Source: an optimization exercise on an open RTL-to-GDS flow (aim: a short achievable clock period and few clock cycles). Production flows keep margins and buffers that such runs may drop. No functional check of the RTL was part of any run shown here.

$ cat flow/design.v
`timescale 1ns / 1ps
module TinyMIPS(clk, rst, data_fromRAM, wrEn, addr_toRAM, data_toRAM);
	input clk, rst;
	output reg wrEn;
	input [15:0] data_fromRAM;
	output reg [15:0] data_toRAM;
	output reg [7:0] addr_toRAM;
	reg [2:0] st, stN;
	reg [7:0] PC, PCN;
	reg [15:0] IW, IWN;
	reg [15:0] T1, T1N, T2, T2N;
	reg [15:0] RF [7:0];
	reg        rfWe;
	reg [2:0]  rfAddr;
	reg [15:0] rfData;
	always @(posedge clk) begin
		st <= stN;
		PC <= PCN;
		IW <= IWN;
		T1 <= T1N;
		T2 <= T2N;
		if (rfWe)
			RF[rfAddr] <= rfData;
	end
	always @ * begin
		wrEn = 1'b0;
		PCN = PC;
		IWN = IW;
		stN = 3'd0;
		addr_toRAM = PC;
		data_toRAM = 16'd0;
		T1N = T1;
		T2N = T2;
		rfWe = 1'b0;
		rfAddr = IW[11:9];
		rfData = 16'd0;
		if (rst) begin
			stN = 3'd0;
			PCN = 8'd0;
		end
		else begin
			case (st)
				3'd0: begin  
					addr_toRAM = PC;
					stN = 3'd1;
				end
				3'd1: begin  
					IWN = data_fromRAM;
					if(data_fromRAM[15:12] == 4'b0000) begin  
						T1N = RF[data_fromRAM[8:6]];
						stN = 3'd2;
					end
					else if(data_fromRAM[15:12] == 4'b0001) begin  
						T1N = RF[data_fromRAM[8:6]];
						stN = 3'd2;
					end
					else if(data_fromRAM[15:12] == 4'b0111) begin  
						rfWe = 1'b1;
						rfAddr = data_fromRAM[11:9];
						rfData = {7'd0,data_fromRAM[8:0]};
						PCN = PC + 8'd1;
						stN = 3'd0;
					end
					else if(data_fromRAM[15:12] == 4'b1001) begin  
						T1N = RF[data_fromRAM[11:9]];
						stN = 3'd2;
					end
					else if(data_fromRAM[15:12] == 4'b0010) begin  
						T1N = RF[data_fromRAM[8:6]];
						stN = 3'd2;
					end
					else if(data_fromRAM[15:12] == 4'b0011) begin  
						T1N = RF[data_fromRAM[8:6]];
						stN = 3'd2;
					end
					else if (data_fromRAM[15:12] == 4'b0100) begin  
						T1N = RF[data_fromRAM[8:6]];
						stN = 3'd2;
					end
					else if (data_fromRAM[15:12] == 4'b0101) begin  
						T1N = RF[data_fromRAM[8:6]];
						stN = 3'd2;
					end
					else if (data_fromRAM[15:12] == 4'b0110) begin  
						T1N = RF[data_fromRAM[8:6]];
						stN = 3'd2;
					end
					else if (data_fromRAM[15:12] == 4'b1000) begin  
						T1N = RF[data_fromRAM[11:9]];
						stN = 3'd2;
					end
					else if (data_fromRAM[15:12] == 4'b1010) begin  
						T1N = RF[data_fromRAM[11:9]];
						stN = 3'd2;
					end
					else begin  
						PCN = PC + 8'd1;
						stN = 3'd0;
					end
				end
				3'd2: begin  
					if (IW[15:12]==4'b0000) begin  
						T2N = RF[IW[5:3]];
						stN = 3'd3;
					end
					else if (IW[15:12]==4'b0001) begin  
						rfWe = 1'b1;
						rfData = T1 + {{10{IW[5]}}, IW[5:0]};
						PCN = PC + 8'd1;
						stN = 3'd0;
					end
					else if(IW[15:12] == 4'b1001) begin  
						T2N = RF[IW[8:6]];
						stN = 3'd3;
					end
					else if (IW[15:12] == 4'b0010) begin  
						T2N = RF[IW[5:3]];
						stN = 3'd3;
					end
					else if (IW[15:12] == 4'b0011) begin  
						T2N = RF[IW[5:3]];
						stN = 3'd3;
					end
					else if (IW[15:12] == 4'b0100) begin  
						T2N = T1 + IW[5:0];
						stN = 3'd3;
					end
					else if (IW[15:12] == 4'b0101) begin  
						T2N = T1 + IW[5:0];
						stN = 3'd3;
					end
					else if (IW[15:12] == 4'b0110) begin  
						rfWe = 1'b1;
						rfData = T1;
						PCN = PC + 8'd1;
						stN = 3'd0;
					end
					else if (IW[15:12] == 4'b1000) begin  
						T2N = RF[IW[8:6]];
						stN = 3'd3;
					end
					else if (IW[15:12] == 4'b1010) begin  
						T2N = RF[IW[8:6]];
						stN = 3'd3;
					end
				end
				3'd3: begin  
					if (IW[15:12]==4'b0000) begin  
						rfWe = 1'b1;
						rfData = T1 + T2;
						PCN = PC + 8'd1;
						stN = 3'd0;
					end
					else if (IW[15:12]==4'b1001) begin  
						PCN = (T1 < T2) ? (PC + {{2{IW[5]}}, IW[5:0]}) : (PC + 8'd1);
						stN = 3'd0;
					end
					else if(IW[15:12] == 4'b0010) begin  
						rfWe = 1'b1;
						rfData = T1 * T2;
						PCN = PC + 8'd1;
						stN = 3'd0;
					end
					else if(IW[15:12] == 4'b0011) begin  
						rfWe = 1'b1;
						rfData = ( T2 < 32 ) ? (T1 >> T2) : (T1 << (T2-32));
						PCN = PC + 8'd1;
						stN = 3'd0;
					end
					else if(IW[15:12] == 4'b0100) begin  
						addr_toRAM = T2[7:0];
						stN = 3'd4;
					end
					else if(IW[15:12] == 4'b0101) begin  
						wrEn = 1'b1;
						data_toRAM = RF[IW[11:9]];
						addr_toRAM = T2[7:0];
						PCN = PC + 8'd1;
						stN = 3'd0;
					end
					else if(IW[15:12] == 4'b1000) begin  
						PCN = (T1 == T2) ? (PC + {{2{IW[5]}}, IW[5:0]}): (PC + 8'd1);
						stN = 3'd0;
					end
					else if(IW[15:12] == 4'b1010) begin  
						PCN = (T1 > T2) ? (PC + {{2{IW[5]}}, IW[5:0]}): (PC + 8'd1);
						stN = 3'd0;
					end
				end
				3'd4: begin  
					rfWe = 1'b1;
					rfData = data_fromRAM;
					PCN = PC + 8'd1;
					stN = 3'd0;
				end
				default: stN = 3'd0;
			endcase
		end
	end
endmodule
$ cat flow/run.sh
#!/bin/bash
# synth_recipe.tcl (not shown) runs the flow's synth.tcl, then flattens the netlist and writes it again
# the make line also repeats each setting of config.mk as NAME=value (left out here)
make -C /OpenROAD-flow-scripts/flow DESIGN_CONFIG=/design/flow/config.mk WORK_HOME=/design/flow/orfs CLKGATE_MAP_FILE= SYNTH_SCRIPT=/design/flow/synth_recipe.tcl finish
$ cat flow/config.mk
export PLATFORM = sky130hd
export DESIGN_NAME = TinyMIPS
export DESIGN_NICKNAME = TinyMIPS
export VERILOG_FILES = /design/flow/design.v
export SDC_FILE = /design/flow/constraint.sdc
export NUM_CORES = 4
export LEC_CHECK = 0
export CAP_MARGIN = 20
export CORE_MARGIN = 2
export CORE_UTILIZATION = 40
export SLEW_MARGIN = 20
$ cat flow/constraint.sdc
create_clock -name core_clock -period 7.0 [get_ports {clk}]
set_input_delay 1.4000 -clock core_clock [delete_from_list [all_inputs] [get_ports {clk}]]
set_output_delay 1.4000 -clock core_clock [all_outputs]
set_load 0.01 [all_outputs]
==> impl_metrics.ini, run 1 <==
[detailed_routing]
wl_per_cell_um = 25.38
totalWireLength_mm = 64.33
drt_iter0_markers = 1706
dr.pass1.iters = 7
vias = 15630
drcViolationCount = 0
routed_via_density = 6.164
ant_nets = 0

[die]
die-height_um = 227.4
fp-row-count = 81
die_w_um = 227.4
dieArea_um2 = 51700
start_util = 0.4069
core_area_um2 = 49050
io_pins = 43

[layout]
syn2layout_area_growth_pct = 9.403
drive_above_1_share = 0.1738
fillers = 4625
fin_nets = 2061
layout_common_cells = edfxtp_1 (176), mux4_2 (164), inv_1 (160)
final_common_cell = edfxtp_1
final_cells = 2535

[status]
status = complete, no violations

[clocking]
cts_resized = 0
clock-sinks = 196
cts_hold_buf = 0
clkLatencyLatePin_ns = 0.46
htree_levels = 4
cts_max_path_buffers = 2
cts-root-buf = clkbuf_16
cts_setup_buffers = 0
cts_tree = yes
path_clk_slew_ns = 0.07
cts_buffers = 17

[synthesis]
synth_edf_count = 176
synthArstFlopShare = 0
synth_top_area_cell = edfxtp_1
avgSynthCellArea_um2 = 10.74
synth_flop_cell = edfxtp_1
netlist_instances = 1858
syn-num-nets = 2062
synth-seq-area-share = 0.2848
synth_top_area_frac = 0.2648
yosysWarnings = 1
synthTopCellsByArea = edfxtp_1 (26%), mux4_2 (19%), fa_1 (8.3%)
synth_cell_type_count = 85
ys_ff_latch = 196
synth_area_um2 = 19960

[global_route]
antenna_found_initial = 3
top_usage_layer = met2
met3_usage = 0.04582
grt_usage = 0.2543
grt_max_degree = 43
grt_pass1_wl_mm = 97.55
met1_usage = 0.3378
first_global_vias = 15660
overflow = 0
use_met2 = 0.4178

[place]
placed_cells = 2501
dp_hpwl_mm = 45.72
io_buffers = 42
gp_congestion = 0.9503

[critical_path]
critPathArrivalTime_ns = 6.59
path_max_fanout = 13
critPathKind = flop to flop
required_ns = 7.12
critPathCaptureType = flop
start_kind = flop

[timing]
relSlewSlack = 0.2459
min_period_ns = 6.472
fmax_mhz = 154.5
finalSetupViolations = 0
finalSetupTns_ns = 0
grt_setup_unrepaired = false
hold_viol = 0
tightestPinTransition_ns = 1.123
finClkSkew_ns = 0.01854
min_period_over_period = 0.9246
drv_slew = 0

[hold_path]
min_path_type = flop to flop

[job]
maxCapViolCount = 0
-- synth_stat cells, types with 61 or more instances --
cell type and instances:
edfxtp_1 176, clkbuf_1 86, inv_1 160, nor2_1 123, mux4_2 164, o21ai_0 61, ha_1 103, nand2_1 149
and2_1 70, mux2i_1 82, a21oi_1 108, fa_1 83
-- registers in the layout (all words and copies together), names as in the netlist, named ones only --
name  flops
RF      128
T1       16
T2       16
IW       16
PC        8
st        3
-- stage by stage --
step                worst slack, ns    util  cell area (µm²)  hold slack [ns]
global route                 0.2248  0.4451            21830           0.5006
global placement             0.7406  0.4320            21190           0.4567
detailed placement           0.5909  0.4320            21190           0.4651
floorplan                    0.7626       -            19960           0.4494
finish                       0.5278  0.4452            21840           0.4780
CTS                          0.5827  0.4447            21810           0.4832
-- final cells by class --
| class | count | area (µm²) | area share |
|---|---|---|---|
| Clock inverter | 13 | 192.7 | 0.008824 |
| Tap cell | 664 | 830.8 | 0.03805 |
| Clock buffer | 19 | 432.9 | 0.01982 |
| Timing Repair Buffer | 105 | 885.9 | 0.04057 |
| Sequential cell | 196 | 5689 | 0.2605 |
| Multi-Input combinational cell | 1375 | 13200 | 0.6043 |
| Antenna cell | 1 | 2.502 | 0.0001146 |
| Inverter | 162 | 608.1 | 0.02785 |
-- routing by layer --
layer  vias to the layer above  routed length, µm  share of wire
met1                      7822              26530           0.41
li1                       6874                  -              -
met3                       144               5311          0.083
met4                         2               2204          0.034
met5                         -                 13        0.00020
met2                       783              30280           0.47
-- critical path, stage by stage (launching register included) --
cell and delay (ns):
edfxtp_1 0.62, and2_1 0.29, fa_1 0.53, inv_1 0.05, fa_1 0.46, fa_1 0.51
fa_1 0.56, inv_1 0.05, fa_1 0.47, inv_1 0.05, fa_1 0.51, inv_1 0.05
ha_1 0.34, a21oi_1 0.23, o21bai_1 0.09, a41o_1 0.27, a31oi_1 0.22, xnor2_1 0.17
a221oi_1 0.12, o32ai_1 0.55
-- cell families after synthesis --
family / Yosys count / share of synthesized area
AND/OR/NAND/NOR: 477 / 0.1172
AO/OA/AOI/OAI: 359 / 0.1168
buffers and inverters: 287 / 0.05673
multiplexers: 273 / 0.2416
flip-flops: 196 / 0.2848
adder cells (fa/ha/maj): 186 / 0.1478
XOR/XNOR: 80 / 0.03510
-- final timing paths --
path                        start                   to  slack, ns  cells after the start
setup / recovery  T1[7]$_DFFE_PP_  RF[1][15]$_DFFE_PP_       0.53                     19
hold / removal    IW[6]$_DFFE_PP_                 flop       0.48                      1
setup reg to reg  T1[7]$_DFFE_PP_  RF[1][15]$_DFFE_PP_       0.53                     19
hold reg to reg   IW[6]$_DFFE_PP_                 flop       0.48                      1
==> inputs of run 2 (changes only) <==
==> flow/design.v (replaced) <==
`timescale 1ns / 1ps
module TinyMIPS(clk, rst, data_fromRAM, wrEn, addr_toRAM, data_toRAM);
	input clk, rst;
	output reg wrEn;
	input [15:0] data_fromRAM;
	output reg [15:0] data_toRAM;
	output reg [7:0] addr_toRAM;
	reg [15:0] RF [7:0];
	reg [7:0] fpc;           
	reg       fv;            
	reg [7:0] fa;            
	reg       dv;            
	reg [15:0] dir;
	reg [7:0] dpc;
	reg       ev, eph;
	reg       e_wr, e_mul, e_ld, e_st, e_sh, e_beq, e_blt, e_bgt;
	reg [2:0] ed;
	reg [15:0] eA, eB, eC;
	reg [7:0] e_tgt, e_tgt1;
	wire [15:0] sum = eB + eC;
	wire sh_zero = (|eC[15:6]) | eC[4];
	wire [15:0] sh = sh_zero ? 16'd0 : (eC[5] ? (eB << eC[3:0]) : (eB >> eC[3:0]));
	wire lt = eA < eB;
	wire eq = eA == eB;
	wire gt = eB < eA;
	wire taken = ev & ((e_beq & eq) | (e_blt & lt) | (e_bgt & gt));
	wire e_ph0 = ev & ~eph & (e_mul | e_ld);
	wire e_fin = ~e_ph0;
	wire port_busy = ev & ((e_ld & ~eph) | e_st);
	wire e_wnow = ev & e_wr & e_fin;
	wire [15:0] e_res = e_sh ? sh : ((e_ld & eph) ? data_fromRAM : sum);
	wire [7:0] maddr = sum[7:0];
	reg [15:0] ms, mc;
	integer i;
	reg [15:0] r0, r1, r2, t0, t1;
	always @* begin
		r0 = eC[0] ? eB : 16'd0;
		r1 = eC[1] ? (eB << 1) : 16'd0;
		ms = 16'd0; mc = 16'd0;
		ms = r0 ^ r1;
		mc = (r0 & r1) << 1;
		for (i = 2; i < 16; i = i + 1) begin
			r2 = eC[i] ? (eB << i) : 16'd0;
			t0 = ms ^ mc ^ r2;
			t1 = ((ms & mc) | (ms & r2) | (mc & r2)) << 1;
			ms = t0; mc = t1;
		end
	end
	wire d_has = dv | fv;
	wire [15:0] di = dv ? dir : data_fromRAM;
	wire [7:0] dp = dv ? dpc : fa;
	wire [3:0] op = di[15:12];
	wire [2:0] sA = di[11:9], sB = di[8:6], sC = di[5:3];
	wire [15:0] rA = (e_wnow && ed == sA) ? e_res : RF[sA];
	wire [15:0] rB = (e_wnow && ed == sB) ? e_res : RF[sB];
	wire [15:0] rC = (e_wnow && ed == sC) ? e_res : RF[sC];
	wire st_kill = ev & e_st & d_has & (maddr == dp);
	wire squash = taken | st_kill;
	wire d_adv = d_has & e_fin & ~squash;
	wire fetch = ~port_busy & (~d_has | e_fin);
	wire [7:0] tgt = dp + {{2{di[5]}}, di[5:0]};
	always @* begin
		wrEn = ev & e_st;
		data_toRAM = eA;
		addr_toRAM = port_busy ? maddr : (taken ? e_tgt : fpc);
	end
	always @(posedge clk) begin
		if (e_wnow)
			RF[ed] <= e_res;
		if (rst) begin
			fpc <= 8'd0;
			fv <= 1'b0;
			dv <= 1'b0;
			ev <= 1'b0;
		end
		else begin
			fv <= fetch;
			fa <= taken ? e_tgt : fpc;
			if (st_kill)
				fpc <= dp;
			else if (fetch)
				fpc <= taken ? e_tgt1 : fpc + 8'd1;
			dv <= d_has & ~e_fin;
			if (d_has & ~e_fin) begin
				dir <= di;
				dpc <= dp;
			end
			if (d_adv) begin
				ev <= 1'b1;
				eph <= 1'b0;
				ed <= sA;
				e_wr <= (op <= 4'd4) | (op == 4'd6) | (op == 4'd7);
				e_mul <= op == 4'd2;
				e_ld <= op == 4'd4;
				e_st <= op == 4'd5;
				e_sh <= op == 4'd3;
				e_beq <= op == 4'd8;
				e_blt <= op == 4'd9;
				e_bgt <= op == 4'd10;
				eA <= rA;
				eB <= (op == 4'd7) ? {7'd0, di[8:0]} : rB;
				eC <= (op == 4'd0 || op == 4'd2 || op == 4'd3) ? rC :
				      (op == 4'd1) ? {{10{di[5]}}, di[5:0]} :
				      (op == 4'd4 || op == 4'd5) ? {10'd0, di[5:0]} : 16'd0;
				e_tgt <= tgt;
				e_tgt1 <= tgt + 8'd1;
			end
			else if (e_fin)
				ev <= 1'b0;
			else begin
				eph <= 1'b1;
				if (e_mul) begin
					eB <= ms;
					eC <= mc;
				end
			end
		end
	end
endmodule
==> run 2 against run 1 <==
Now fails the layout checks on setup timing. Synthesized cell count rose by 13%. Routed wire length up 3.4%. Hold slack better by 0.077 ns. Critical path depth rose by 8. Via count is 7.7% higher. Highest routed layer is now met4.
==> impl_metrics.ini, run 2 <==
[critical_path]
r2r-start = eC[1]$_SDFFCE_PN0P_
worst-r2r-cell-count = 27
slowest_delay_ns = 0.52
crit_top_cell = fa_1
slowest_stage = fa_1
critPathKind = flop to flop
critPathCaptureType = flop
required_ns = 7.37
start_kind = flop
path_max_fanout = 7
rrSetupSlack_ns = -1.35
reg2reg_to = eB[15]$_DFFE_PP_
critPathArrivalTime_ns = 8.72

[hold_path]
hold_end = fa[6]$_DFFE_PN_
hold_start = e_tgt[6]$_DFFE_PP_
min_path_type = flop to flop
hold-path-cell-count = 1

[synthesis]
yosysWarnings = 1
synth-compound-area-share = 0.1162
synth_area_um2 = 19410
synthArstFlopShare = 0
synth_edf_count = 236
avgSynthCellArea_um2 = 9.219
netlist_instances = 2106
synthMuxAreaShare = 0.07443
synth_top_area_frac = 0.3650
synth.most_common_cell = nand2_1
synth_top_family_by_area = simple AND/OR/NAND/NOR gates
synth_xor_area_frac = 0.03448
synth-seq-area-share = 0.3764
synth_top_area_cell = edfxtp_1
ys_ff_latch = 247
synth-simple-area-share = 0.2114
synthAdderAreaFrac = 0.1320
synth_flop_cell = edfxtp_1
yosys-top-cells-count = nand2_1 (565), edfxtp_1 (236), nand3_1 (141), inv_1 (104), clkbuf_1 (100)
synth_cell_type_count = 76
syn-num-nets = 2273
synthTopCellsByArea = edfxtp_1 (37%), nand2_1 (11%), fa_1 (9.6%)

[die]
die_w_um = 224.3
io_pins = 43
dieArea_um2 = 50320
fp-row-count = 80
die-height_um = 224.3
start_util = 0.4058
core_area_um2 = 47850

[clocking]
cts-root-buf = clkbuf_16
cts_tree = yes
htree_levels = 1
clock-sinks = 247
cts_max_path_buffers = 3
clkLatencyLatePin_ns = 0.62
cts_buffers = 30
path_clk_slew_ns = 0.06

[layout]
drive_above_1_share = 0.1272
finalInstanceArea_um2 = 21950
final_util = 0.4588
seq_area_um2 = 7308
syn2layout_area_growth_pct = 13.06
layout_common_cells = nand2_1 (565), edfxtp_1 (236), nand3_1 (141)
largest_register_ffs = 128
multi_input_area_um2 = 11290
largest-register = RF
final_common_cell = nand2_1
fin_nets = 2298
fillers = 4451
antenna_cells = 0

[status]
status = failed layout checks
check.faults = setup timing

[timing]
finClkSkew_ns = 0.04810
fmax_mhz = 119.7
grt_setup_unrepaired = true
hold_viol = 0
drv_slew = 0
finalSetupViolations = 3
tightestPinTransition_ns = 1.133
setup_ws_ns = -1.354
min_period_over_period = 1.193
relSlewSlack = 0.2413
min_period_ns = 8.354

[place]
io_buffers = 42
dp_hpwl_mm = 46.43
gp_congestion = 0.9191
placed_area_um2 = 20920

[detailed_routing]
totalWireLength_mm = 66.52
vias = 16830
wl_per_cell_um = 24.02
ant_nets = 0
routed_via_density = 6.077
drt_iter0_markers = 1849
drcViolationCount = 0
dr.pass1.iters = 5

[global_route]
grt_usage = 0.2625
first_global_vias = 16060
overflow = 0
grt_max_degree = 67
grt_pass1_wl_mm = 100.3
antenna_found_initial = 0

[job]
maxCapViolCount = 0
-- run 2: cell types whose count changed in the layout (fill, tap and decap cells not counted), sizes merged, moves of 35 or more --
cell	previous run	this run
mux4	164	20
and3	9	48
nand2	151	565
ha	103	56
edfxtp	176	236
buf	66	101
nor2	123	54
a311oi	1	44
inv	167	108
a21oi	109	70
a31oi	15	50
nand3	20	141
-- run 2: cell families (layout without fill, tap and decap cells) --
logic type	Yosys count	in the layout
simple gates	931	931
compound gates	331	331
buf+inv	263	311
flops	247	247
fa+ha+maj	149	149
mux	112	112
xor+xnor	73	73
-- run 2: metal layers --
layer / global-route usage / routed length, µm / vias to the layer above
li1: - / - / 7496
met1: 0.3661 / 27910 / 8336
met2: 0.4292 / 30820 / 842
met3: 0.02626 / 5207 / 154
met4: 0.08951 / 2584 / 0
met5: 0 / 0 / -
-- run 2: worst max-delay path by stage --
stage,slack [ns],depth (start not counted),to,start
floorplan,-1.64,31,eB[15]$_DFFE_PP_,eC[1]$_SDFFCE_PN0P_
global placement,-1.24,27,eB[15]$_DFFE_PP_,eC[0]$_SDFFCE_PN0P_
detailed placement,-1.35,28,eB[15]$_DFFE_PP_,eC[1]$_SDFFCE_PN0P_
CTS,-1.34,27,eB[15]$_DFFE_PP_,eC[1]$_SDFFCE_PN0P_
global route,-1.60,27,eB[15]$_DFFE_PP_,eC[0]$_SDFFCE_PN0P_
finish,-1.35,27,eB[15]$_DFFE_PP_,eC[1]$_SDFFCE_PN0P_
-- run 2: stage by stage --
| stage | hold WS, ns | worst slack (ns) | setup TNS, ns | cells |
|---|---|---|---|---|
| 2_1_floorplan | 0.5150 | -1.644 | -3.302 | 2106 |
| 3_3_place_gp | 0.5254 | -1.239 | -2.038 | 2708 |
| 3_5_place_dp | 0.5374 | -1.347 | -2.318 | 2708 |
| 4_1_cts | 0.5504 | -1.338 | -2.301 | 2765 |
| 5_1_grt | 0.5757 | -1.604 | -3.012 | 2769 |
| 6_report | 0.5550 | -1.354 | -2.395 | 2769 |
-- run 2: cell type report --
type | instances | area share
Multi-Input combinational cell | 1596 | 0.5145
Sequential cell | 247 | 0.3329
Timing Repair Buffer | 146 | 0.05660
Clock buffer | 38 | 0.03694
Tap cell | 615 | 0.03505
Inverter | 110 | 0.01892
Clock inverter | 17 | 0.005016
-- run 2: critical path: cells and delay by family (launching register included) --
family	cells	cell delay, ns
xor gates and xnor gates	5	0.73
DFF	1	0.50
and+or+nand+nor	2	0.28
buffers and inverters	5	0.23
AOI/OAI and AO/OA	1	0.05
adders and majority gates	14	6.31
-- run 2: what timing repair did --
| action | 4_1_cts | 5_1_grt |
|---|---|---|
| pin swaps | 0 | 3 |
| hold buffers | 0 | 0 |
| resized for setup | 4 | 18 |
| setup buffers | 2 | 1 |
| setup endpoints to repair | 3 | 4 |

==> port drivers added, routing unchanged <==
How much do the figures lean on ideal ports? The routed layouts below were timed once more, with nothing changed but the port constraints. Step 1 (the two cells are an assumption about what drives the block):
set clk [get_ports {clk}]
set_driving_cell -lib_cell sky130_fd_sc_hd__clkbuf_16 $clk
set_driving_cell -lib_cell sky130_fd_sc_hd__buf_2 [delete_from_list [all_inputs] $clk]
Step 2 also shifts input and output timing later by t, the mid clock arrival at the registers, as if the neighbouring blocks saw the same clock. Three values: ideal, step 1, step 2; two values: the first two.
run | t, ns | slack for setup (ns) | cell pins on the clock port's net
run 1 | 0.514 | 0.528 / 0.528 / 0.528 | 1
run 2 | 0.658 | -1.354 / -1.354 / -1.354 | 1
